From an optimization exercise on the open Yosys and OpenROAD flow, aimed at small area, a short achievable clock period and few clock cycles per item; shortcuts taken in it are not production practice. In this exercise RTL edits were held to simulation tests only and were not proved equivalent to the original.

==> design.v <==
module ifft_top (
    input  wire        clk,
    input  wire        rst,
    input  wire        ifft_enable,
    input  wire [15:0] in_0_real,
    input  wire [15:0] in_1_real,
    input  wire [15:0] in_2_real,
    input  wire [15:0] in_3_real,
    input  wire [15:0] in_4_real,
    input  wire [15:0] in_5_real,
    input  wire [15:0] in_6_real,
    input  wire [15:0] in_7_real,
    input  wire [15:0] in_8_real,
    input  wire [15:0] in_9_real,
    input  wire [15:0] in_10_real,
    input  wire [15:0] in_11_real,
    input  wire [15:0] in_0_imag,
    input  wire [15:0] in_1_imag,
    input  wire [15:0] in_2_imag,
    input  wire [15:0] in_3_imag,
    input  wire [15:0] in_4_imag,
    input  wire [15:0] in_5_imag,
    input  wire [15:0] in_6_imag,
    input  wire [15:0] in_7_imag,
    input  wire [15:0] in_8_imag,
    input  wire [15:0] in_9_imag,
    input  wire [15:0] in_10_imag,
    input  wire [15:0] in_11_imag,
    output wire [15:0] ifft_out_real,
    output wire [15:0] ifft_out_imag,
    output wire        finish
);
  integer i;
  reg       busy;
  reg [4:0] t;
  reg       fin;
  wire      start = ~busy & ifft_enable;
  always @(posedge clk or negedge rst) begin
    if (!rst) begin
      busy <= 1'b0;
      t    <= 5'd0;
      fin  <= 1'b0;
    end else begin
      if (start) begin
        busy <= 1'b1;
        t    <= 5'd1;
      end else if (busy) begin
        t <= t + 5'd1;
        if (t == 5'd21) busy <= 1'b0;
      end
      fin <= busy & (t >= 5'd5) & (t <= 5'd20);
    end
  end
  assign finish = fin;
  localparam M_ID = 3'd0, M_J = 3'd1, M_T1 = 3'd2, M_T3 = 3'd3,
             M_W1 = 3'd4, M_W3 = 3'd5, M_W5 = 3'd6, M_W7 = 3'd7;
  wire [2:0] modeA2_r, modeA2_i;
  wire       r0A_r, r1A_r, r2A_r, r3A_r, r2C_r, n8_r, sw4_r, n4_r, bl_r, bp3_r, rot_r;
  wire       n0_r, n1_r, n2_r, n3_r, hsx_r, hsy_r, byB_r, byC_r;
  wire [3:1] weC_r, weG_r;
  wire       r0A_i, r1A_i, r2A_i, r3A_i, r2C_i, n8_i, sw4_i, n4_i, bl_i, bp3_i, rot_i;
  wire       n0_i, n1_i, n2_i, n3_i, hsx_i, hsy_i, byB_i, byC_i;
  wire [3:1] weC_i, weG_i;
  ifft_ctl #(.IM(0)) u_cr (
    .clk(clk), .rst(rst), .start(start), .busy(busy),
    .modeA2(modeA2_r), .r0A(r0A_r), .r1A(r1A_r), .r2A(r2A_r), .r3A(r3A_r), .r2C(r2C_r),
    .weC(weC_r), .weG(weG_r), .n8(n8_r), .sw4(sw4_r), .n4(n4_r), .bl(bl_r), .bp3(bp3_r),
    .rot(rot_r), .n0(n0_r), .n1(n1_r), .n2(n2_r), .n3(n3_r), .hsx(hsx_r), .hsy(hsy_r),
    .byB(byB_r), .byC(byC_r));
  ifft_ctl #(.IM(1)) u_ci (
    .clk(clk), .rst(rst), .start(start), .busy(busy),
    .modeA2(modeA2_i), .r0A(r0A_i), .r1A(r1A_i), .r2A(r2A_i), .r3A(r3A_i), .r2C(r2C_i),
    .weC(weC_i), .weG(weG_i), .n8(n8_i), .sw4(sw4_i), .n4(n4_i), .bl(bl_i), .bp3(bp3_i),
    .rot(rot_i), .n0(n0_i), .n1(n1_i), .n2(n2_i), .n3(n3_i), .hsx(hsx_i), .hsy(hsy_i),
    .byB(byB_i), .byC(byC_i));
  reg [15:0] x0r, x0i, x4r, x4i, x8r, x8i;
  reg [15:0] ar[0:2], ai[0:2], br[0:2], bi[0:2], cr[0:2], ci[0:2];
  always @(posedge clk) begin
    if (!busy) begin
      x0r <= in_0_real;   x0i <= in_0_imag;
      x4r <= in_4_real;   x4i <= in_4_imag;
      x8r <= in_8_real;   x8i <= in_8_imag;
      ar[0] <= in_1_real;  ai[0] <= in_1_imag;
      ar[1] <= in_2_real;  ai[1] <= in_2_imag;
      ar[2] <= in_3_real;  ai[2] <= in_3_imag;
      br[0] <= in_5_real;  bi[0] <= in_5_imag;
      br[1] <= in_6_real;  bi[1] <= in_6_imag;
      br[2] <= in_7_real;  bi[2] <= in_7_imag;
      cr[0] <= in_9_real;  ci[0] <= in_9_imag;
      cr[1] <= in_10_real; ci[1] <= in_10_imag;
      cr[2] <= in_11_real; ci[2] <= in_11_imag;
    end else begin
      for (i = 0; i < 3; i = i + 1) begin
        ar[i] <= ar[(i+1)%3]; ai[i] <= ai[(i+1)%3];
        br[i] <= br[(i+1)%3]; bi[i] <= bi[(i+1)%3];
        cr[i] <= cr[(i+1)%3]; ci[i] <= ci[(i+1)%3];
      end
    end
  end
  reg  [15:0] zr[0:3], zi[0:3];
  always @(posedge clk) begin
    zr[0] <= gv_r; zi[0] <= gv_i;
    for (i = 1; i < 4; i = i + 1) begin
      zr[i] <= zr[i-1]; zi[i] <= zi[i-1];
    end
  end
  wire        subA_r = r1A_r | r3A_r, subA_i = r1A_i | r3A_i;
  wire [15:0] uopr = r3A_r ? {zr[3][14:0], 1'b0} : ar[0];
  wire [15:0] uopi = r3A_i ? {zi[3][14:0], 1'b0} : ai[0];
  wire [15:0] wopr = (r3A_r ? zr[0] : cr[0]) ^ {16{subA_r}};
  wire [15:0] wopi = (r3A_i ? zi[0] : ci[0]) ^ {16{subA_i}};
  wire [15:0] vopr = r0A_r ? ~br[0] : 16'd0, vopi = r0A_i ? ~bi[0] : 16'd0;
  wire [15:0] pre_r, pre_i;
  ifft_add3 #(16) u_prr (uopr, wopr, vopr, r0A_r, subA_r, pre_r);
  ifft_add3 #(16) u_pri (uopi, wopi, vopi, r0A_i, subA_i, pre_i);
  reg  [15:0] PBr, PBi;
  always @(posedge clk) begin
    PBr <= r2A_r ? br[0] : pre_r;
    PBi <= r2A_i ? bi[0] : pre_i;
  end
  reg [4:0]  cre, cim;
  reg        hs_r, hs_i;
  always @(*) begin
    case (modeA2_r)
      M_W1:    begin cre = 5'b00_11_0; hs_r = 1'b0; end
      M_W3:    begin cre = 5'b11_00_0; hs_r = 1'b0; end
      M_W5:    begin cre = 5'b11_01_1; hs_r = 1'b0; end
      M_W7:    begin cre = 5'b01_11_1; hs_r = 1'b0; end
      M_T1:    begin cre = 5'b00_11_0; hs_r = 1'b1; end
      default: begin cre = 5'b01_11_1; hs_r = 1'b1; end  
    endcase
    case (modeA2_i)
      M_W1:    begin cim = 5'b10_00_0; hs_i = 1'b0; end
      M_W3:    begin cim = 5'b00_10_0; hs_i = 1'b0; end
      M_W5:    begin cim = 5'b00_11_1; hs_i = 1'b0; end
      M_W7:    begin cim = 5'b11_00_1; hs_i = 1'b0; end
      M_T1:    begin cim = 5'b10_00_0; hs_i = 1'b1; end
      default: begin cim = 5'b00_11_1; hs_i = 1'b1; end  
    endcase
  end
  wire byA2_r = (modeA2_r == M_ID) | (modeA2_r == M_J), jA2_r = (modeA2_r == M_J);
  wire byA2_i = (modeA2_i == M_ID) | (modeA2_i == M_J), jA2_i = (modeA2_i == M_J);
  reg [15:0] XRr, YRr, ZRr, XRi, YRi, ZRi;
  reg [3:0]  kreB, kimB, kreC, kimC;    
  always @(posedge clk) begin
    XRr <= byA2_r ? (jA2_r ? -PBi : PBr) : (cre[4] ? PBi : PBr) ^ {16{cre[3]}};
    YRr <= (cre[2] ? PBi : PBr) ^ {16{cre[1]}};
    ZRr <= cre[0] ? ~PBr : 16'd0;
    XRi <= byA2_i ? (jA2_i ? PBr : PBi) : (cim[4] ? PBi : PBr) ^ {16{cim[3]}};
    YRi <= (cim[2] ? PBi : PBr) ^ {16{cim[1]}};
    ZRi <= cim[0] ? ~PBi : 16'd0;
    kreB <= {hs_r, cre[3], cre[1], cre[0]}; kimB <= {hs_i, cim[3], cim[1], cim[0]};
    kreC <= kreB; kimC <= kimB;
  end
  wire [25:0] s_re, c_re, s_im, c_im;
  ifft_tw_comp u_re (.x(XRr), .y(YRr), .z(ZRr), .hx(hsx_r), .hy(hsy_r), .s(s_re), .c(c_re));
  ifft_tw_comp u_im (.x(XRi), .y(YRi), .z(ZRi), .hx(hsx_i), .hy(hsy_i), .s(s_im), .c(c_im));
  reg  [25:0] SRr, CRr, SRi, CRi;
  always @(posedge clk) begin
    SRr <= byB_r ? {XRr, 10'd0} : s_re;  CRr <= byB_r ? 26'd0 : c_re;
    SRi <= byB_i ? {XRi, 10'd0} : s_im;  CRi <= byB_i ? 26'd0 : c_im;
  end
  reg  [25:0] kpr, kpi;
  always @(*) begin
    case ({byC_r, kreC})
      5'd0: kpr = 26'h08e00d1;
      5'd1: kpr = 26'h08e00d2;
      5'd2: kpr = 26'h08e0258;
      5'd3: kpr = 26'h08e0259;
      5'd4: kpr = 26'h08e0483;
      5'd5: kpr = 26'h08e0484;
      5'd6: kpr = 26'h08e060a;
      5'd7: kpr = 26'h08e060b;
      5'd8: kpr = 26'h3bf816c;
      5'd9: kpr = 26'h3bf816d;
      5'd10: kpr = 26'h3bf8440;
      5'd11: kpr = 26'h3bf8441;
      5'd12: kpr = 26'h3bf8440;
      5'd13: kpr = 26'h3bf8441;
      5'd14: kpr = 26'h3bf8714;
      5'd15: kpr = 26'h3bf8715;
      5'd16: kpr = 26'h0000000;
      5'd17: kpr = 26'h0000000;
      5'd18: kpr = 26'h0000000;
      5'd19: kpr = 26'h0000000;
      5'd20: kpr = 26'h0000000;
      5'd21: kpr = 26'h0000000;
      5'd22: kpr = 26'h0000000;
      5'd23: kpr = 26'h0000000;
      5'd24: kpr = 26'h0000000;
      5'd25: kpr = 26'h0000000;
      5'd26: kpr = 26'h0000000;
      5'd27: kpr = 26'h0000000;
      5'd28: kpr = 26'h0000000;
      5'd29: kpr = 26'h0000000;
      5'd30: kpr = 26'h0000000;
      5'd31: kpr = 26'h0000000;
    endcase
  end
  always @(*) begin
    case ({byC_i, kimC})
      5'd0: kpi = 26'h08e00d1;
      5'd1: kpi = 26'h08e00d2;
      5'd2: kpi = 26'h08e0258;
      5'd3: kpi = 26'h08e0259;
      5'd4: kpi = 26'h08e0483;
      5'd5: kpi = 26'h08e0484;
      5'd6: kpi = 26'h08e060a;
      5'd7: kpi = 26'h08e060b;
      5'd8: kpi = 26'h3bf816c;
      5'd9: kpi = 26'h3bf816d;
      5'd10: kpi = 26'h3bf8440;
      5'd11: kpi = 26'h3bf8441;
      5'd12: kpi = 26'h3bf8440;
      5'd13: kpi = 26'h3bf8441;
      5'd14: kpi = 26'h3bf8714;
      5'd15: kpi = 26'h3bf8715;
      5'd16: kpi = 26'h0000000;
      5'd17: kpi = 26'h0000000;
      5'd18: kpi = 26'h0000000;
      5'd19: kpi = 26'h0000000;
      5'd20: kpi = 26'h0000000;
      5'd21: kpi = 26'h0000000;
      5'd22: kpi = 26'h0000000;
      5'd23: kpi = 26'h0000000;
      5'd24: kpi = 26'h0000000;
      5'd25: kpi = 26'h0000000;
      5'd26: kpi = 26'h0000000;
      5'd27: kpi = 26'h0000000;
      5'd28: kpi = 26'h0000000;
      5'd29: kpi = 26'h0000000;
      5'd30: kpi = 26'h0000000;
      5'd31: kpi = 26'h0000000;
    endcase
  end
  wire [15:0] zsr = r2C_r ? zr[2] : 16'd0, zsi = r2C_i ? zi[2] : 16'd0;
  wire [25:0] psum_r, psum_i;
  ifft_add4 #(26) u_psr (SRr, CRr, kpr, {zsr, 10'd0}, 1'b0, 1'b0, psum_r);
  ifft_add4 #(26) u_psi (SRi, CRi, kpi, {zsi, 10'd0}, 1'b0, 1'b0, psum_i);
  wire [15:0] gv_r = psum_r[25:10], gv_i = psum_i[25:10];
  wire [15:0] q0v_r, q0v_i;
  ifft_add3 #(16) u_q0r (ar[0], br[0], cr[0], 1'b0, 1'b0, q0v_r);
  ifft_add3 #(16) u_q0i (ai[0], bi[0], ci[0], 1'b0, 1'b0, q0v_i);
  wire [15:0] gbr = x8r ^ {16{n8_r}}, gbi = x8i ^ {16{n8_i}};
  wire [15:0] gcr = (sw4_r ? x4i : x4r) ^ {16{n4_r}};
  wire [15:0] gci = (sw4_i ? x4r : x4i) ^ {16{n4_i}};
  wire [15:0] g0v_r, g0v_i;
  ifft_add3 #(16) u_g0r (x0r, gbr, gcr, n8_r, n4_r, g0v_r);
  ifft_add3 #(16) u_g0i (x0i, gbi, gci, n8_i, n4_i, g0v_i);
  reg  [15:0] G0r, G0i;
  always @(posedge clk) begin
    G0r <= g0v_r; G0i <= g0v_i;
  end
  reg [15:0] s1r, s1i, s2r, s2i, s3r, s3i;
  reg [15:0] g0r, g0i, g1r, g1i, g2r, g2i, g3r, g3i;
  always @(posedge clk) begin
    if (weG_r[1] | weC_r[1]) s1r <= weG_r[1] ? q0v_r : gv_r;
    if (weG_i[1] | weC_i[1]) s1i <= weG_i[1] ? q0v_i : gv_i;
    if (weG_r[2] | weC_r[2]) s2r <= weG_r[2] ? q0v_r : gv_r;
    if (weG_i[2] | weC_i[2]) s2i <= weG_i[2] ? q0v_i : gv_i;
    if (weG_r[3] | weC_r[3]) s3r <= weG_r[3] ? q0v_r : gv_r;
    if (weG_i[3] | weC_i[3]) s3i <= weG_i[3] ? q0v_i : gv_i;
    if (bl_r) begin
      g0r <= G0r; g1r <= s1r; g2r <= s2r; g3r <= bp3_r ? gv_r : s3r;
    end else if (rot_r) begin
      g1r <= ~g1i; g3r <= ~g3i;
    end
    if (bl_i) begin
      g0i <= G0i; g1i <= s1i; g2i <= s2i; g3i <= bp3_i ? gv_i : s3i;
    end else if (rot_i) begin
      g1i <= g1r; g3i <= g3r;
    end
  end
  wire [15:0] o_r, o_i;
  ifft_add4 #(16) u_or (g0r, g2r ^ {16{n2_r}}, g1r ^ {16{n1_r}}, g3r ^ {16{n3_r}}, n0_r, n0_r, o_r);
  ifft_add4 #(16) u_oi (g0i, g2i ^ {16{n2_i}}, g1i ^ {16{n1_i}}, g3i ^ {16{n3_i}}, n0_i, n0_i, o_i);
  reg  [15:0] OR, OI;
  always @(posedge clk) begin
    OR <= o_r; OI <= o_i;
  end
  assign ifft_out_real = OR;
  assign ifft_out_imag = OI;
endmodule
module ifft_tw_comp (
    input  wire [15:0] x,
    input  wire [15:0] y,
    input  wire [15:0] z,
    input  wire        hx,       
    input  wire        hy,       
    output wire [25:0] s,
    output wire [25:0] c
);
  function [25:0] t(input [15:0] v, input integer k);
    t = {10'd0, ~v[15], v[14:0]} << k;
  endfunction
  wire [15:0] nx = ~x, ny = ~y;
  wire [15:0] xg = hx ? x : 16'd0;
  wire [15:0] yg = hy ? ny : 16'd0;
  wire [25:0] o0  = t(x, 10);
  wire [25:0] o1  = t(nx, 6);
  wire [25:0] o5  = t(y, 9);
  wire [25:0] o10 = t(z, 0);
  wire [25:0] o2  = hx ? t(nx, 8) : t(nx, 4);
  wire [25:0] o3  = hx ? t(x, 4)  : t(x, 1);
  wire [25:0] o4  = t(xg, 2);
  wire [25:0] o6  = hy ? t(y, 8)  : t(ny, 7);
  wire [25:0] o7  = hy ? t(ny, 5) : t(y, 3);
  wire [25:0] o8  = hy ? t(ny, 3) : t(ny, 0);
  wire [25:0] o9  = t(yg, 2);
  wire [25:0] a1, b1, a2, b2;
  ifft_csa l0a (o0, o1, o5, a1, b1);
  ifft_csa l0b (a1, b1, o10, a2, b2);
  wire [25:0] s1a, c1a, s1b, c1b, s1c, c1c;
  ifft_csa l1a (o2, o3, o4, s1a, c1a);
  ifft_csa l1b (o6, o7, o8, s1b, c1b);
  ifft_csa l1c (o9, a2, b2, s1c, c1c);
  wire [25:0] s2a, c2a, s2b, c2b;
  ifft_csa l2a (s1a, c1a, s1b, s2a, c2a);
  ifft_csa l2b (c1b, s1c, c1c, s2b, c2b);
  wire [25:0] s3, c3;
  ifft_csa l3 (s2a, c2a, s2b, s3, c3);
  ifft_csa l4 (s3, c3, c2b, s, c);
endmodule
module ifft_add3 #(parameter W = 16) (
    input  wire [W-1:0] a,
    input  wire [W-1:0] b,
    input  wire [W-1:0] d,
    input  wire         ci1,
    input  wire         ci2,
    output wire [W-1:0] y
);
  wire [W-1:0] s = a ^ b ^ d;
  wire [W-1:0] m = (a & b) | (a & d) | (b & d);
  assign y = s + {m[W-2:0], ci1} + {{(W-1){1'b0}}, ci2};
endmodule
module ifft_add4 #(parameter W = 16) (
    input  wire [W-1:0] a,
    input  wire [W-1:0] b,
    input  wire [W-1:0] d,
    input  wire [W-1:0] e,
    input  wire         ci1,
    input  wire         ci2,
    output wire [W-1:0] y
);
  wire [W-1:0] s1 = a ^ b ^ d;
  wire [W-1:0] m1 = (a & b) | (a & d) | (b & d);
  wire [W-1:0] c1 = {m1[W-2:0], ci1};
  wire [W-1:0] s2 = s1 ^ c1 ^ e;
  wire [W-1:0] m2 = (s1 & c1) | (s1 & e) | (c1 & e);
  assign y = s2 + {m2[W-2:0], ci2};
endmodule
module ifft_csa (
    input  wire [25:0] a,
    input  wire [25:0] b,
    input  wire [25:0] d,
    output wire [25:0] s,
    output wire [25:0] c
);
  assign s = a ^ b ^ d;
  wire [25:0] m = (a & b) | (a & d) | (b & d);
  assign c = {m[24:0], 1'b0};
endmodule
module ifft_ctl #(parameter IM = 0) (
    input  wire       clk,
    input  wire       rst,
    input  wire       start,
    input  wire       busy,
    output reg  [2:0] modeA2,      
    output reg        r0A, r1A, r2A, r3A,    
    output reg        r2C,         
    output reg  [3:1] weC,         
    output reg  [3:1] weG,         
    output reg        n8, sw4, n4,  
    output reg        bl, bp3,     
    output reg        rot, n0, n1, n2, n3,    
    output reg        hsx, hsy,    
    output reg        byB, byC     
);
  localparam M_ID = 3'd0, M_J = 3'd1, M_T1 = 3'd2, M_T3 = 3'd3,
             M_W1 = 3'd4, M_W3 = 3'd5, M_W5 = 3'd6, M_W7 = 3'd7;
  reg [4:0] tc;
  always @(posedge clk or negedge rst) begin
    if (!rst)       tc <= 5'd0;
    else if (start) tc <= 5'd1;
    else if (busy)  tc <= tc + 5'd1;
  end
  wire [4:0] tp = busy ? tc : 5'd0;
  reg [2:0] modeN;
  always @(*) begin
    case (tp)
      5'd0:  modeN = M_T1; 5'd1:  modeN = M_J;  5'd2:  modeN = M_T3;
      5'd3:  modeN = M_W1; 5'd4:  modeN = M_T1; 5'd5:  modeN = M_W3;
      5'd6:  modeN = M_W5; 5'd7:  modeN = M_T3; 5'd8:  modeN = M_W7;
      5'd10: modeN = M_T1; 5'd11: modeN = M_J;  5'd12: modeN = M_T3;
      default: modeN = M_ID;
    endcase
  end
  wire [1:0] kn = tp[1:0];                  
  reg  [2:0] modeA;
  reg        r2B1, r2B2, hq, byA2n;
  reg  [3:1] weB1, weB2;
  always @(posedge clk) begin
    modeA  <= modeN;
    modeA2 <= modeA;
    r0A  <= (tp >= 5'd0)  & (tp <= 5'd2);
    r1A  <= (tp >= 5'd3)  & (tp <= 5'd5);
    r2A  <= (tp >= 5'd6)  & (tp <= 5'd8);
    r3A  <= (tp >= 5'd10) & (tp <= 5'd12);
    r2B1 <= (tp >= 5'd7)  & (tp <= 5'd9);
    r2B2 <= r2B1;
    r2C  <= r2B2;
    weB1[1] <= (tp == 5'd1) | (tp == 5'd7)  | (tp == 5'd11);
    weB1[2] <= (tp == 5'd2) | (tp == 5'd8)  | (tp == 5'd12);
    weB1[3] <= (tp == 5'd3) | (tp == 5'd9) | (tp == 5'd13);
    weB2 <= weB1;
    weC  <= weB2;
    weG[1] <= (tp == 5'd0);
    weG[2] <= (tp == 5'd1);
    weG[3] <= (tp == 5'd2);
    n8   <= (tp == 5'd10) | (tp == 5'd14);
    sw4  <= (tp == 5'd10) | (tp == 5'd14);
    n4   <= (tp == 5'd6)  | (tp == (IM ? 5'd14 : 5'd10));
    bl   <= (tp == 5'd3) | (tp == 5'd7) | (tp == 5'd11) | (tp == 5'd15);
    bp3  <= (tp == 5'd11) | (tp == 5'd15);
    rot  <= (kn == 2'd1);
    n0   <= (kn != 2'd0);
    n1   <= (kn == 2'd1) | (kn == 2'd3);
    n2   <= kn[1];
    n3   <= (kn == 2'd1) | (kn == 2'd2);
    hsx  <= (modeA2 == M_T1) | (modeA2 == M_T3);
    hq   <= (modeA == M_T1) | (modeA == M_T3);
    hsy  <= hq;
    byB  <= (modeA2 == M_ID) | (modeA2 == M_J);
    byC  <= byB;
  end
endmodule
==> run.sh <==
#!/bin/bash
# synth_recipe.tcl (not shown) runs the flow's synth.tcl, then flattens the netlist and writes it again
# the make line also repeats each setting of config.mk as NAME=value (left out here)
make -C /OpenROAD-flow-scripts/flow DESIGN_CONFIG=/design/flow/config.mk WORK_HOME=/design/flow/orfs CLKGATE_MAP_FILE= SYNTH_SCRIPT=/design/flow/synth_recipe.tcl finish
==> config.mk <==
export PLATFORM = sky130hd
export DESIGN_NAME = ifft_top
export DESIGN_NICKNAME = ifft_top
export VERILOG_FILES = /design/flow/design.v
export SDC_FILE = /design/flow/constraint.sdc
export NUM_CORES = 4
export LEC_CHECK = 0
export CAP_MARGIN = 20
export CORE_MARGIN = 2
export CORE_UTILIZATION = 40
export SLEW_MARGIN = 20
==> constraint.sdc <==
create_clock -name core_clock -period 13.6 [get_ports {clk}]
set_input_delay 2.7200 -clock core_clock [delete_from_list [all_inputs] [get_ports {clk}]]
set_output_delay 2.7200 -clock core_clock [all_outputs]
set_load 0.01 [all_outputs]
==> impl_metrics.json, run 1 <==
{
  "die_x_um": 403,
  "num_io_pins": 420,
  "syn_area_um2": 63600,
  "tightestPinTransition_ns": 1.15,
  "r2r_start": "u_ci.n1",
  "core_area_um2": 158000,
  "gp_congestion": 0.919,
  "met3_length_um": 10400,
  "synthCells": 5878,
  "synth_edf_count": 320,
  "yosys_warnings": 20,
  "startpoint": "u_ci.n1",
  "cp.required_ns": 14.25,
  "fin_skew_ns": 0.0617,
  "cts_max_level": 4,
  "num_rows": 146,
  "reg2reg_depth": 12,
  "synth.distinct_cells": 79,
  "cts_buffers": 131,
  "mostFrequentLayoutCells": "dfxtp_1 (802), inv_1 (746), fa_1 (496)",
  "cp_max_fo": 16,
  "io_buffers": 419,
  "start_util_pct": 40.2,
  "ys_seq_area_share_pct": 41.5,
  "grt_max_degree": 85,
  "setup_viol": 0,
  "fin_nets": 7414,
  "fmax_mhz": 217,
  "die_y_um": 403,
  "routedWlPerCell_um": 20.3,
  "hold_path_class": "flop to flop",
  "worstReg2RegEnd": "OI[15]",
  "cp-endpoint": "OI[15]",
  "arrival_ns": 5.25,
  "fin_setup_tns_ns": 0,
  "fin_crit_sh_pct": 33.8,
  "drc_errors": 0,
  "cts_resized": 0,
  "period_needed_ns": 4.60,
  "postRouteWirelength_um": 170000,
  "cts_hold_buf": 0,
  "hold_violations": 0,
  "timing_worst_setup_path_type": "flop to flop",
  "highest_layer": "met4",
  "maxSlewViolCount": 0,
  "post_cts_buffers": 0,
  "antenna_found_initial": 4,
  "relSlewSlack_pct": 22.7,
  "drv_cap": 0,
  "dr_wl_met2_um": 79900,
  "grt_use_total_pct": 21.0,
  "async_flop_share_pct": 1.47,
  "hold_slack_ns": 0.309,
  "critPathLaunchType": "flop",
  "final.fill_count": 14700,
  "wl_met1_um": 75800,
  "grt_remaining_overflow": 0,
  "cts_sinks": 1153,
  "ys_ff_latch": 1153,
  "avgViaCountPerCell": 5.04,
  "status": "no timing/DRC/antenna violations",
  "rsz0062_at_grt": "false",
  "cts_root_buf": "clkbuf_16",
  "clk_path_buf_depth": 3,
  "endpoint_kind": "flop",
  "first_pass_iters": 5,
  "syn_to_final_growth_pct": 17.0,
  "num_vias": 42300,
  "diodes": 0,
  "drive_gt1_share_pct": 10.3,
  "hpwl_um": 133000,
  "ant_nets": 0,
  "drt_iter0_drc": 3292,
  "insertion_delay_ns": 0.79,
  "synth.avg_cell_area_um2": 10.8,
  "cts_tree": "done",
  "die_area_um2": 162000,
  "synth_flop_cell": "dfxtp_1",
  "grt_pass1_wl_um": 260000,
  "grt_pass1_vias": 43100,
  "clk_pin_slew_ns": 0.06,
  "final_common_cell": "dfxtp_1",
  "rrSetupSlack_ns": 9.00
}
==> Yosys cell counts, types with 16 or more instances <==
| master | n | area share [%] |
|---|---|---|
| ha_1 | 318 | 6.3 |
| dfxtp_1 | 816 | 26 |
| mux2i_1 | 152 | 2.4 |
| and2_1 | 39 | 0.38 |
| or2_2 | 16 | 0.16 |
| nor3_1 | 52 | 0.41 |
| o211ai_1 | 35 | 0.41 |
| o21bai_1 | 16 | 0.19 |
| nor2b_1 | 127 | 1.2 |
| a221oi_1 | 23 | 0.32 |
| a31oi_1 | 22 | 0.22 |
| a21oi_1 | 215 | 1.7 |
| o31ai_1 | 21 | 0.25 |
| inv_1 | 747 | 4.4 |
| a21o_1 | 55 | 0.65 |
| a22oi_1 | 26 | 0.31 |
| edfxtp_1 | 320 | 15 |
| nand3_1 | 66 | 0.52 |
| clkbuf_1 | 229 | 1.4 |
| o21ai_0 | 299 | 2.4 |
| nand2_1 | 373 | 2.2 |
| or3_1 | 21 | 0.21 |
| fa_1 | 496 | 16 |
| nand2b_1 | 54 | 0.53 |
| xnor2_1 | 169 | 2.3 |
| a211oi_1 | 38 | 0.45 |
| o21a_1 | 39 | 0.46 |
| nor2_1 | 313 | 1.8 |
| xor2_1 | 179 | 2.5 |
| dfrtp_1 | 17 | 0.67 |
| and3_1 | 38 | 0.37 |
| mux2_2 | 349 | 6.2 |
| buf_1 | 33 | 0.19 |
==> worst min-delay path by stage <==
stage	from	to	slack, ns	depth (start not counted)
finish	zi[1][10]	zi[2][10]	0.31	0
global placement	zi[1][3]	zi[2][3]	0.31	0
detailed placement	u_ci.r2B1	u_ci.r2B2	0.31	0
floorplan	u_ci.hq	u_ci.hsy	0.31	0
CTS	zi[1][10]	zi[2][10]	0.31	0
global route	zi[1][10]	zi[2][10]	0.31	0
==> metrics by stage <==
step	util, %	instance area, um^2	worst slack (ns)	cells
2_1_floorplan	-	63600	9.20	5881
3_3_place_gp	44.1	69700	9.19	8151
3_5_place_dp	44.1	69700	9.04	8151
4_1_cts	47.0	74400	8.95	8391
5_1_grt	47.0	74400	8.72	8392
6_report	47.0	74400	9.00	8392
==> final cells by class <==
type                       instances  area, um^2  share of cell area, %
multi-input combinational       3717       33400                   44.9
sequential                      1153       26400                   35.5
timing repair buffer             461        4510                   6.06
clock buffer                     181        3700                   4.97
inverter                         749        2810                   3.78
tap                             2072        2590                   3.49
clock inverter                    59         942                   1.27
==> critical path, stage by stage, from the launching register on <==
cell	delay (ns)
dfxtp_1	0.86
xor2_1	0.19
fa_1	0.57
fa_1	0.45
ha_1	0.31
a21o_1	0.17
a21oi_1	0.21
o21ai_0	0.14
a2111oi_0	0.61
o31a_1	0.25
nor3_1	0.10
o211ai_1	0.17
or3b_2	0.45
==> flip-flops by register name, indices dropped and copies added, names as in the netlist, 24 cells and up <==
register	count
CRr	24
zi	63
SRi	26
SRr	26
zr	63
bi	48
cr	48
ar	48
ai	48
ci	48
CRi	24
br	48
==> cell families after synthesis <==
kind of cell | share of synthesized area (%)
mux | 8.57
flops | 41.5
fa+ha+maj | 21.9
simple gates | 8.48
xor+xnor | 4.82
buf+inv | 5.97
other cells | 0.00590
compound gates | 8.81
==> metal layers <==
layer  global-route usage, %  vias to the layer above
met5                       0                        -
li1                        -                    20200
met1                    28.7                    20700
met3                    4.04                      225
met2                    34.2                     1260
met4                    5.51                        0
Testbench counts, summed over its fixed seeds: cycles 11,264, items 512.
==> run 2, diff against run 1 <==
--- a/design.v
+++ b/design.v
@@ -47,7 +47,7 @@
       end else if (busy) begin
         t <= t + 5'd1;
-        if (t == 5'd21) busy <= 1'b0;
+        if (t == 5'd20) busy <= 1'b0;
       end
-      fin <= busy & (t >= 5'd5) & (t <= 5'd20);
+      fin <= busy & (t >= 5'd4) & (t <= 5'd19);
     end
   end
@@ -56,8 +56,8 @@
              M_W1 = 3'd4, M_W3 = 3'd5, M_W5 = 3'd6, M_W7 = 3'd7;
   wire [2:0] modeA2_r, modeA2_i;
-  wire       r0A_r, r1A_r, r2A_r, r3A_r, r2C_r, n8_r, sw4_r, n4_r, bl_r, bp3_r, rot_r;
+  wire       r0A_r, r1A_r, r2A_r, r3A_r, r2C_r, n8_r, sw4_r, n4_r, bl_r, bp3_r, rot_r, jm_r, bp2_r;
   wire       n0_r, n1_r, n2_r, n3_r, hsx_r, hsy_r, byB_r, byC_r;
   wire [3:1] weC_r, weG_r;
-  wire       r0A_i, r1A_i, r2A_i, r3A_i, r2C_i, n8_i, sw4_i, n4_i, bl_i, bp3_i, rot_i;
+  wire       r0A_i, r1A_i, r2A_i, r3A_i, r2C_i, n8_i, sw4_i, n4_i, bl_i, bp3_i, rot_i, jm_i, bp2_i;
   wire       n0_i, n1_i, n2_i, n3_i, hsx_i, hsy_i, byB_i, byC_i;
   wire [3:1] weC_i, weG_i;
@@ -67,5 +67,5 @@
     .weC(weC_r), .weG(weG_r), .n8(n8_r), .sw4(sw4_r), .n4(n4_r), .bl(bl_r), .bp3(bp3_r),
     .rot(rot_r), .n0(n0_r), .n1(n1_r), .n2(n2_r), .n3(n3_r), .hsx(hsx_r), .hsy(hsy_r),
-    .byB(byB_r), .byC(byC_r));
+    .byB(byB_r), .byC(byC_r), .jm(jm_r), .bp2(bp2_r));
   ifft_ctl #(.IM(1)) u_ci (
     .clk(clk), .rst(rst), .start(start), .busy(busy),
@@ -73,5 +73,5 @@
     .weC(weC_i), .weG(weG_i), .n8(n8_i), .sw4(sw4_i), .n4(n4_i), .bl(bl_i), .bp3(bp3_i),
     .rot(rot_i), .n0(n0_i), .n1(n1_i), .n2(n2_i), .n3(n3_i), .hsx(hsx_i), .hsy(hsy_i),
-    .byB(byB_i), .byC(byC_i));
+    .byB(byB_i), .byC(byC_i), .jm(jm_i), .bp2(bp2_i));
   reg [15:0] x0r, x0i, x4r, x4i, x8r, x8i;
   reg [15:0] ar[0:2], ai[0:2], br[0:2], bi[0:2], cr[0:2], ci[0:2];
@@ -82,12 +82,12 @@
       x8r <= in_8_real;   x8i <= in_8_imag;
       ar[0] <= in_1_real;  ai[0] <= in_1_imag;
-      ar[1] <= in_2_real;  ai[1] <= in_2_imag;
-      ar[2] <= in_3_real;  ai[2] <= in_3_imag;
+      ar[1] <= in_3_real;  ai[1] <= in_3_imag;
+      ar[2] <= in_2_real;  ai[2] <= in_2_imag;
       br[0] <= in_5_real;  bi[0] <= in_5_imag;
-      br[1] <= in_6_real;  bi[1] <= in_6_imag;
-      br[2] <= in_7_real;  bi[2] <= in_7_imag;
+      br[1] <= in_7_real;  bi[1] <= in_7_imag;
+      br[2] <= in_6_real;  bi[2] <= in_6_imag;
       cr[0] <= in_9_real;  ci[0] <= in_9_imag;
-      cr[1] <= in_10_real; ci[1] <= in_10_imag;
-      cr[2] <= in_11_real; ci[2] <= in_11_imag;
+      cr[1] <= in_11_real; ci[1] <= in_11_imag;
+      cr[2] <= in_10_real; ci[2] <= in_10_imag;
     end else begin
       for (i = 0; i < 3; i = i + 1) begin
@@ -240,6 +240,8 @@
   wire [15:0] gv_r = psum_r[25:10], gv_i = psum_i[25:10];
   wire [15:0] q0v_r, q0v_i;
-  ifft_add3 #(16) u_q0r (ar[0], br[0], cr[0], 1'b0, 1'b0, q0v_r);
-  ifft_add3 #(16) u_q0i (ai[0], bi[0], ci[0], 1'b0, 1'b0, q0v_i);
+  ifft_add3 #(16) u_q0r (jm_r ? ~ai[0] : ar[0], jm_r ? ~ci[0] : cr[0], jm_r ? bi[0] : br[0],
+                         jm_r, jm_r, q0v_r);
+  ifft_add3 #(16) u_q0i (jm_i ? ar[0] : ai[0], jm_i ? cr[0] : ci[0], jm_i ? ~br[0] : bi[0],
+                         jm_i, 1'b0, q0v_i);
   wire [15:0] gbr = x8r ^ {16{n8_r}}, gbi = x8i ^ {16{n8_i}};
   wire [15:0] gcr = (sw4_r ? x4i : x4r) ^ {16{n4_r}};
@@ -262,10 +264,10 @@
     if (weG_i[3] | weC_i[3]) s3i <= weG_i[3] ? q0v_i : gv_i;
     if (bl_r) begin
-      g0r <= G0r; g1r <= s1r; g2r <= s2r; g3r <= bp3_r ? gv_r : s3r;
+      g0r <= G0r; g1r <= s1r; g2r <= bp2_r ? q0v_r : s2r; g3r <= bp3_r ? gv_r : s3r;
     end else if (rot_r) begin
       g1r <= ~g1i; g3r <= ~g3i;
     end
     if (bl_i) begin
-      g0i <= G0i; g1i <= s1i; g2i <= s2i; g3i <= bp3_i ? gv_i : s3i;
+      g0i <= G0i; g1i <= s1i; g2i <= bp2_i ? q0v_i : s2i; g3i <= bp3_i ? gv_i : s3i;
     end else if (rot_i) begin
       g1i <= g1r; g3i <= g3r;
@@ -375,5 +377,7 @@
     output reg        rot, n0, n1, n2, n3,    
     output reg        hsx, hsy,    
-    output reg        byB, byC     
+    output reg        byB, byC,    
+    output reg        jm,          
+    output reg        bp2          
 );
   localparam M_ID = 3'd0, M_J = 3'd1, M_T1 = 3'd2, M_T3 = 3'd3,
@@ -389,12 +393,12 @@
   always @(*) begin
     case (tp)
-      5'd0:  modeN = M_T1; 5'd1:  modeN = M_J;  5'd2:  modeN = M_T3;
-      5'd3:  modeN = M_W1; 5'd4:  modeN = M_T1; 5'd5:  modeN = M_W3;
-      5'd6:  modeN = M_W5; 5'd7:  modeN = M_T3; 5'd8:  modeN = M_W7;
-      5'd10: modeN = M_T1; 5'd11: modeN = M_J;  5'd12: modeN = M_T3;
+      5'd0:  modeN = M_T1; 5'd1:  modeN = M_T3;
+      5'd2:  modeN = M_T1; 5'd3:  modeN = M_W1; 5'd4:  modeN = M_W3;
+      5'd5:  modeN = M_T3; 5'd6:  modeN = M_W5; 5'd7:  modeN = M_W7;
+      5'd9:  modeN = M_J;  5'd10: modeN = M_T1; 5'd11: modeN = M_T3;
       default: modeN = M_ID;
     endcase
   end
-  wire [1:0] kn = tp[1:0];                  
+  wire [1:0] kn = tp[1:0] + 2'd1;           
   reg  [2:0] modeA;
   reg        r2B1, r2B2, hq, byA2n;
@@ -403,24 +407,26 @@
     modeA  <= modeN;
     modeA2 <= modeA;
-    r0A  <= (tp >= 5'd0)  & (tp <= 5'd2);
-    r1A  <= (tp >= 5'd3)  & (tp <= 5'd5);
-    r2A  <= (tp >= 5'd6)  & (tp <= 5'd8);
-    r3A  <= (tp >= 5'd10) & (tp <= 5'd12);
-    r2B1 <= (tp >= 5'd7)  & (tp <= 5'd9);
+    r0A  <= (tp <= 5'd1);
+    r1A  <= (tp >= 5'd2)  & (tp <= 5'd4);
+    r2A  <= (tp >= 5'd5)  & (tp <= 5'd7);
+    r3A  <= (tp >= 5'd9)  & (tp <= 5'd11);
+    r2B1 <= (tp >= 5'd6)  & (tp <= 5'd8);
     r2B2 <= r2B1;
     r2C  <= r2B2;
-    weB1[1] <= (tp == 5'd1) | (tp == 5'd7)  | (tp == 5'd11);
-    weB1[2] <= (tp == 5'd2) | (tp == 5'd8)  | (tp == 5'd12);
-    weB1[3] <= (tp == 5'd3) | (tp == 5'd9) | (tp == 5'd13);
+    weB1[1] <= (tp == 5'd1) | (tp == 5'd7) | (tp == 5'd11);
+    weB1[2] <= (tp == 5'd6) | (tp == 5'd10);
+    weB1[3] <= (tp == 5'd2) | (tp == 5'd8) | (tp == 5'd12);
     weB2 <= weB1;
     weC  <= weB2;
     weG[1] <= (tp == 5'd0);
-    weG[2] <= (tp == 5'd1);
-    weG[3] <= (tp == 5'd2);
-    n8   <= (tp == 5'd10) | (tp == 5'd14);
-    sw4  <= (tp == 5'd10) | (tp == 5'd14);
-    n4   <= (tp == 5'd6)  | (tp == (IM ? 5'd14 : 5'd10));
-    bl   <= (tp == 5'd3) | (tp == 5'd7) | (tp == 5'd11) | (tp == 5'd15);
-    bp3  <= (tp == 5'd11) | (tp == 5'd15);
+    weG[2] <= (tp == 5'd2) | (tp == 5'd5);
+    weG[3] <= (tp == 5'd1);
+    jm   <= (tp == 5'd5);
+    n8   <= (tp == 5'd9) | (tp == 5'd13);
+    sw4  <= (tp == 5'd9) | (tp == 5'd13);
+    n4   <= (tp == 5'd5) | (tp == (IM ? 5'd13 : 5'd9));
+    bl   <= (tp == 5'd2) | (tp == 5'd6) | (tp == 5'd10) | (tp == 5'd14);
+    bp3  <= (tp == 5'd10) | (tp == 5'd14);
+    bp2  <= (tp == 5'd2);
     rot  <= (kn == 2'd1);
     n0   <= (kn != 2'd0);
==> run 2 against run 1 <==
Net effect: fmax fell by 7.1%; global-route usage is 1.5 points higher; area after synthesis rose by 1.1%; die area is 1.1% higher; count of clock-buffer cells in the layout fell by 2; first-iteration DRC count shrank 5.0%; via count rose by 0.36%; critical path type unchanged; setup slack worse by 0.35 ns.
==> impl_metrics.json, run 2 <==
{
  "die_x_um": 405,
  "fin_setup_tns_ns": 0,
  "largestRegisters": "zi (63), zr (63)",
  "ys_ff_latch": 1157,
  "syn_area_um2": 64300,
  "cts_resized": 0,
  "cts_root_buf": "clkbuf_16",
  "die_y_um": 405,
  "drive_gt1_share_pct": 10.7,
  "tightestPinTransition_ns": 1.28,
  "ant_nets": 0,
  "yosys_warnings": 12,
  "hold_path_class": "flop to flop",
  "grt_remaining_overflow": 0,
  "drt_iter0_drc": 3126,
  "hpwl_um": 146000,
  "period_needed_ns": 4.95,
  "drc_errors": 0,
  "fmax_mhz": 202,
  "grt_use_total_pct": 22.5,
  "final_common_cell": "dfxtp_1",
  "synth.avg_cell_area_um2": 10.8,
  "die_area_um2": 164000,
  "clk_pin_slew_ns": 0.07,
  "synth_common_cells": "dfxtp_1 (820), inv_1 (801), fa_1 (496)",
  "post_cts_buffers": 0,
  "core_area_um2": 160000,
  "ys_seq_area_share_pct": 41.2,
  "postRouteWirelength_um": 184000,
  "fin_skew_ns": 0.0683,
  "synth_edf_count": 320,
  "timing_worst_setup_path_type": "flop to flop",
  "cts_hold_buf": 0,
  "cts_sinks": 1157,
  "cts_max_level": 3,
  "routedWlPerCell_um": 21.8,
  "synth_flop_cell": "dfxtp_1",
  "avgViaCountPerCell": 5.03,
  "yosysMostFrequentCell": "dfxtp_1",
  "critPathLaunchType": "flop",
  "place_ws_ns": 8.80,
  "layout_setup_ws_ns": 8.65,
  "synthCells": 5926,
  "hold_slack_ns": 0.278,
  "synth_top_area_share_pct": 25.5,
  "grt_pass1_wl_um": 274000,
  "setup_viol": 0,
  "antenna_found_initial": 12,
  "num_rows": 147,
  "cts_tree": "done",
  "synth_area_leaders": "dfxtp_1 (26%), fa_1 (15%), edfxtp_1 (15%), mux2_2 (6.6%), ha_1 (6.2%)",
  "gp_congestion": 0.926,
  "async_flop_share_pct": 1.47,
  "final.fill_count": 14700,
  "hold_violations": 0,
  "final_core_util_pct": 46.7,
  "cp.required_ns": 14.20,
  "io_buffers": 419,
  "mostFrequentLayoutCells": "dfxtp_1 (806), inv_1 (800), fa_1 (496)",
  "drv_cap": 0,
  "grt_max_degree": 89,
  "fin_nets": 7457,
  "first_pass_iters": 5,
  "synth.distinct_cells": 75,
  "grt_pass1_vias": 43000,
  "cts_buffers": 121,
  "syn_to_final_growth_pct": 16.3,
  "num_io_pins": 420,
  "fin_crit_sh_pct": 36.4,
  "status": "no timing/DRC/antenna violations",
  "insertion_delay_ns": 0.79,
  "cp_max_fo": 67,
  "num_vias": 42500,
  "rrSetupSlack_ns": 8.65,
  "arrival_ns": 5.55,
  "relSlewSlack_pct": 14.3,
  "start_util_pct": 40.2,
  "clk_path_buf_depth": 3,
  "yosysTopAreaCell": "dfxtp_1",
  "rsz0062_at_grt": "false",
  "maxSlewViolCount": 0,
  "endpoint_kind": "flop"
}
run 2: cell types whose count changed in the layout (fill, tap and decap cells not counted), moves of 26 or more:
| cell | delta |
|---|---|
| inv_1 | +54 |
| mux2_2 | +30 |
| mux2i_1 | +71 |
| nor2_1 | -26 |
| o211ai_1 | +34 |
| o21ai_0 | -33 |
| xnor2_1 | +33 |
run 2: worst paths after layout:
| path | start | end | cells after the start |
|---|---|---|---|
| max in group asynchronous | rst | busy | 1 |
| min in group asynchronous | rst | fin | 1 |
| worst max-delay path | u_cr.jm | g2r[14] | 14 |
| worst min register to register | u_ci.hq | u_ci.hsy | 0 |
| worst max register to register | u_cr.jm | g2r[14] | 14 |
| worst min-delay path | u_ci.hq | u_ci.hsy | 0 |
run 2: kinds of logic (layout without fill, tap and decap cells):
logic type                 Yosys count  count (layout)  synth area share, %
xor gates and xnor gates           385             385                 5.25
adders and majority gates          816             816                 21.7
muxes                              601             601                 10.1
buffers and inverters             1065            1496                 6.22
DFF                               1157            1157                 41.2
and+or+nand+nor                   1103            1103                 7.92
other                                1              10              0.00584
AOI/OAI and AO/OA                  798             798                 7.67
run 2: critical path: stages, from the launching register on:
cell and delay [ns]:
dfxtp_4 0.90, mux2i_1 0.23, fa_1 0.61, inv_1 0.05
ha_1 0.18, nor2_1 0.15, fa_1 0.24, nor2b_1 0.05
o21ai_0 0.26, a21boi_0 0.17, o21ai_0 0.34, a21oi_1 0.24
o21a_1 0.25, o311ai_0 0.74, mux2_2 0.30
run 2: cell type report:
| class | count | area [um^2] | area share (%) |
|---|---|---|---|
| clock inverter | 50 | 667 | 0.892 |
| multi-input combinational | 3707 | 33800 | 45.3 |
| tap | 2086 | 2610 | 3.49 |
| sequential | 1157 | 26500 | 35.4 |
| clock buffer | 179 | 3570 | 4.77 |
| timing repair buffer | 464 | 4530 | 6.06 |
| inverter | 803 | 3020 | 4.04 |
| antenna | 6 | 15.0 | 0.0201 |
run 2: routing by layer:
layer  wire [um]  share of wire (%)  global-route usage, %
met2       89500                 49                   38.2
met4        5090                2.8                   6.71
met1       80100                 43                   30.1
met3        9630                5.2                   2.70
met5           0                  0                      0
run 2: per-stage QoR:
step	cell area (um^2)	std cells
global placement	70500	8216
CTS	74700	8446
global route	74700	8450
floorplan	64300	5929
detailed placement	70500	8217
finish	74700	8452
Testbench counts of run 2, summed over its fixed seeds: cycles 10,752, items 512.
==> run 3, diff against run 2 <==
--- a/design.v
+++ b/design.v
@@ -55,23 +55,20 @@
   localparam M_ID = 3'd0, M_J = 3'd1, M_T1 = 3'd2, M_T3 = 3'd3,
              M_W1 = 3'd4, M_W3 = 3'd5, M_W5 = 3'd6, M_W7 = 3'd7;
-  wire [2:0] modeA2_r, modeA2_i;
-  wire       r0A_r, r1A_r, r2A_r, r3A_r, r2C_r, n8_r, sw4_r, n4_r, bl_r, bp3_r, rot_r, jm_r, bp2_r;
-  wire       n0_r, n1_r, n2_r, n3_r, hsx_r, hsy_r, byB_r, byC_r;
+  wire [2:0] modeA2_r;
+  wire       r0A_r, r1A_r, r2A_r, r3A_r, r2C_r, n8_r, sw4_r, n4_r, n4_i, bl_r, bp3_r, rot_r;
+  wire       jm_r, bp2_r, n0_r, n1_r, n2_r, n3_r, hsx_r, hsy_r, byB_r, byC_r;
   wire [3:1] weC_r, weG_r;
-  wire       r0A_i, r1A_i, r2A_i, r3A_i, r2C_i, n8_i, sw4_i, n4_i, bl_i, bp3_i, rot_i, jm_i, bp2_i;
-  wire       n0_i, n1_i, n2_i, n3_i, hsx_i, hsy_i, byB_i, byC_i;
-  wire [3:1] weC_i, weG_i;
-  ifft_ctl #(.IM(0)) u_cr (
+  ifft_ctl u_ctl (
     .clk(clk), .rst(rst), .start(start), .busy(busy),
     .modeA2(modeA2_r), .r0A(r0A_r), .r1A(r1A_r), .r2A(r2A_r), .r3A(r3A_r), .r2C(r2C_r),
-    .weC(weC_r), .weG(weG_r), .n8(n8_r), .sw4(sw4_r), .n4(n4_r), .bl(bl_r), .bp3(bp3_r),
-    .rot(rot_r), .n0(n0_r), .n1(n1_r), .n2(n2_r), .n3(n3_r), .hsx(hsx_r), .hsy(hsy_r),
-    .byB(byB_r), .byC(byC_r), .jm(jm_r), .bp2(bp2_r));
-  ifft_ctl #(.IM(1)) u_ci (
-    .clk(clk), .rst(rst), .start(start), .busy(busy),
-    .modeA2(modeA2_i), .r0A(r0A_i), .r1A(r1A_i), .r2A(r2A_i), .r3A(r3A_i), .r2C(r2C_i),
-    .weC(weC_i), .weG(weG_i), .n8(n8_i), .sw4(sw4_i), .n4(n4_i), .bl(bl_i), .bp3(bp3_i),
-    .rot(rot_i), .n0(n0_i), .n1(n1_i), .n2(n2_i), .n3(n3_i), .hsx(hsx_i), .hsy(hsy_i),
-    .byB(byB_i), .byC(byC_i), .jm(jm_i), .bp2(bp2_i));
+    .weC(weC_r), .weG(weG_r), .n8(n8_r), .sw4(sw4_r), .n4r(n4_r), .n4i(n4_i), .bl(bl_r),
+    .bp3(bp3_r), .rot(rot_r), .n0(n0_r), .n1(n1_r), .n2(n2_r), .n3(n3_r), .hsx(hsx_r),
+    .hsy(hsy_r), .byB(byB_r), .byC(byC_r), .jm(jm_r), .bp2(bp2_r));
+  wire [2:0] modeA2_i = modeA2_r;
+  wire       r0A_i = r0A_r, r1A_i = r1A_r, r2A_i = r2A_r, r3A_i = r3A_r, r2C_i = r2C_r;
+  wire       n8_i = n8_r, sw4_i = sw4_r, bl_i = bl_r, bp3_i = bp3_r, rot_i = rot_r;
+  wire       jm_i = jm_r, bp2_i = bp2_r, n0_i = n0_r, n1_i = n1_r, n2_i = n2_r, n3_i = n3_r;
+  wire       hsx_i = hsx_r, hsy_i = hsy_r, byB_i = byB_r, byC_i = byC_r;
+  wire [3:1] weC_i = weC_r, weG_i = weG_r;
   reg [15:0] x0r, x0i, x4r, x4i, x8r, x8i;
   reg [15:0] ar[0:2], ai[0:2], br[0:2], bi[0:2], cr[0:2], ci[0:2];
@@ -363,5 +360,5 @@
   assign c = {m[24:0], 1'b0};
 endmodule
-module ifft_ctl #(parameter IM = 0) (
+module ifft_ctl (
     input  wire       clk,
     input  wire       rst,
@@ -373,5 +370,5 @@
     output reg  [3:1] weC,         
     output reg  [3:1] weG,         
-    output reg        n8, sw4, n4,  
+    output reg        n8, sw4, n4r, n4i,  
     output reg        bl, bp3,     
     output reg        rot, n0, n1, n2, n3,    
@@ -425,5 +422,6 @@
     n8   <= (tp == 5'd9) | (tp == 5'd13);
     sw4  <= (tp == 5'd9) | (tp == 5'd13);
-    n4   <= (tp == 5'd5) | (tp == (IM ? 5'd13 : 5'd9));
+    n4r  <= (tp == 5'd5) | (tp == 5'd9);
+    n4i  <= (tp == 5'd5) | (tp == 5'd13);
     bl   <= (tp == 5'd2) | (tp == 5'd6) | (tp == 5'd10) | (tp == 5'd14);
     bp3  <= (tp == 5'd10) | (tp == 5'd14);
==> run 3 against run 2 <==
Net effect: routed wire length decreased by 4.0%; final area down 2.5%; via count shrank 2.9%; synthesized cell count decreased by 3.8%; register-to-register slack worse by 0.33 ns; die area is 2.9% lower; still clean; area after synthesis is 2.9% lower; count of clock-buffer cells in the layout shrank 27.
==> impl_metrics.json, run 3 <==
{
  "grt_use_total_pct": 22.4,
  "die_y_um": 399,
  "syn_to_final_growth_pct": 16.8,
  "drive_gt1_share_pct": 11.2,
  "syn_area_um2": 62400,
  "hold_violations": 0,
  "hold_slack_ns": 0.317,
  "yosysMostFrequentCell": "inv_1",
  "die_x_um": 399,
  "grt_max_degree": 163,
  "avgViaCountPerCell": 5.03,
  "fin_setup_tns_ns": 0,
  "yosysTopAreaCell": "dfxtp_1",
  "synth_flop_cell": "dfxtp_1",
  "num_vias": 41200,
  "rsz0062_at_grt": "false",
  "design_area_um2": 72900,
  "synth.distinct_cells": 82,
  "drv_cap": 0,
  "synth_xor_area_share_pct": 5.22,
  "post_cts_buffers": 0,
  "fin_crit_sh_pct": 38.8,
  "first_pass_iters": 7,
  "status": "no timing/DRC/antenna violations",
  "final_core_util_pct": 47.2,
  "ys_ff_latch": 1110,
  "timing_worst_setup_path_type": "flop to flop",
  "cts_tree": "done",
  "yosys_warnings": 11,
  "reg2reg_depth": 14,
  "fmax_mhz": 189,
  "hold_path_class": "flop to flop",
  "layout_setup_ws_ns": 8.32,
  "synthAdderAreaFrac_pct": 22.2,
  "relSlewSlack_pct": 21.4,
  "synthCells": 5703,
  "ys_seq_area_share_pct": 40.8,
  "largestRegisters": "zi (63), zr (63)",
  "cp.required_ns": 14.07,
  "critPathLaunchType": "flop",
  "arrival_ns": 5.75,
  "cts_max_level": 3,
  "fin_skew_ns": 0.0671,
  "grt_pass1_vias": 42700,
  "core_area_um2": 154000,
  "rrSetupSlack_ns": 8.32,
  "synth_common_cells": "inv_1 (781), dfxtp_1 (778), fa_1 (495)",
  "clk_path_buf_depth": 3,
  "synth_area_leaders": "dfxtp_1 (25%), fa_1 (16%), edfxtp_1 (15%), mux2_2 (6.8%), ha_1 (6.4%)",
  "synthMuxAreaShare_pct": 10.3,
  "synth_compound_area_share_pct": 7.77,
  "drt_iter0_drc": 2750,
  "cts_hold_buf": 0,
  "maxSlewViolCount": 0,
  "dp_cells": 7964,
  "synthSimpleGateAreaFrac_pct": 7.42,
  "mostFrequentLayoutCells": "inv_1 (779), dfxtp_1 (765), fa_1 (495)",
  "insertion_delay_ns": 0.76,
  "placed_area_um2": 68600,
  "async_flop_share_pct": 1.08,
  "routedWlPerCell_um": 21.6,
  "holdPathStages": 0,
  "drc_errors": 0,
  "grt_pass1_wl_um": 267000,
  "synth_top_family_by_area": "adder cells",
  "antenna_found_initial": 16,
  "hpwl_um": 139000,
  "endpoint_kind": "flop",
  "synth.avg_cell_area_um2": 10.9,
  "tightestPinTransition_ns": 1.17,
  "io_buffers": 419,
  "ant_nets": 0,
  "cts_sinks": 1110,
  "start_util_pct": 40.4,
  "fin_nets": 7240,
  "gp_congestion": 0.897,
  "cts_root_buf": "clkbuf_16",
  "synth_edf_count": 320,
  "cts_resized": 0,
  "cp_max_fo": 68,
  "cts_buffers": 118,
  "clk_pin_slew_ns": 0.07,
  "grt_remaining_overflow": 0,
  "place_ws_ns": 8.44,
  "postRouteWirelength_um": 177000,
  "num_io_pins": 420,
  "final_common_cell": "inv_1",
  "synth_top_area_share_pct": 25.0,
  "die_area_um2": 159000,
  "setup_viol": 0,
  "num_rows": 144,
  "fin_cells": 8196,
  "period_needed_ns": 5.28
}
[run 3: cell types whose count changed after synthesis, moves of 17 or more]
cell,change
nor2_1,-47
dfxtp_1,-42
o211ai_1,-36
a21oi_1,+30
clkbuf_1,-23
nand3_1,-21
inv_1,-20
xnor2_1,-17
[run 3: logic make-up (layout without fill, tap and decap cells)]
logic type,count (synthesis),count (layout)
flip-flops,1110,1110
buffers and inverters,1026,1467
AND/OR/NAND/NOR,1000,1000
adder cells (fa/ha/maj),812,812
AO/OA/AOI/OAI,792,792
multiplexers,592,592
XOR/XNOR,370,370
other,1,9
[run 3: worst max-delay path, stage by stage (launching register included)]
cell and delay (ns):
dfxtp_4 0.82, buf_4 0.78, mux2i_1 0.23, fa_1 0.63, inv_1 0.06, ha_1 0.28
a21o_1 0.17, a21oi_1 0.27, o21a_1 0.18, nor3_1 0.08, nor3_1 0.54, o31ai_1 0.17
a21oi_1 0.21, xor2_1 0.33, mux2i_1 0.17
[run 3: worst paths after layout]
path,from,end
min in group asynchronous,rst,t[1]
max in group asynchronous,rst,busy
hold reg to reg,u_ctl.weB2[3],u_ctl.weC[3]
setup reg to reg,u_ctl.jm,s3i[13]
hold / removal,u_ctl.weB2[3],u_ctl.weC[3]
setup / recovery,u_ctl.jm,s3i[13]
[run 3: cell type report]
cell class                      instances  area [um^2]
Fill cell                           14200        81600
Multi-Input combinational cell       3569        33000
Sequential cell                      1110        25500
Timing Repair Buffer                  460         4530
Clock buffer                          152         3360
Inverter                              782         2940
Tap cell                             2044         2560
Clock inverter                         73          896
Antenna cell                            6         15.0
[run 3: metal layers]
metal	routed length, um	GRT usage [%]
met5	27	0
met3	10600	3.36
met2	82800	36.7
met4	5720	7.47
met1	77700	30.3
Testbench counts of run 3, summed over its fixed seeds: cycles 10,752, items 512.

separate check: timing with driven ports:
How much do the figures lean on ideal ports? The routed layouts below were timed once more, with nothing changed but the port constraints. Step 1 (the two cells are an assumption about what drives the block):
set clk [get_ports {clk}]
set_driving_cell -lib_cell sky130_fd_sc_hd__clkbuf_16 $clk
set_driving_cell -lib_cell sky130_fd_sc_hd__buf_2 [delete_from_list [all_inputs] $clk]
Step 2 adds t to the input delays and takes it off the output delays; t is the mean of the earliest and latest rising clock arrival at the registers after step 1. Input paths then give back, and output paths get back, about the clock's delay inside the block. a / b / c = ideal / step 1 / step 2; a / b = the first two.
run	t (ns)	setup WS [ns]	clock arrival spread, ns
run 1	0.843	8.998 / 8.992 / 8.998	0.071 / 0.071
run 2	0.829	8.649 / 8.649 / 8.649	0.071 / 0.071
run 3	0.820	8.319 / 8.319 / 8.319	0.068 / 0.068
After both steps every run listed still meets setup and hold.
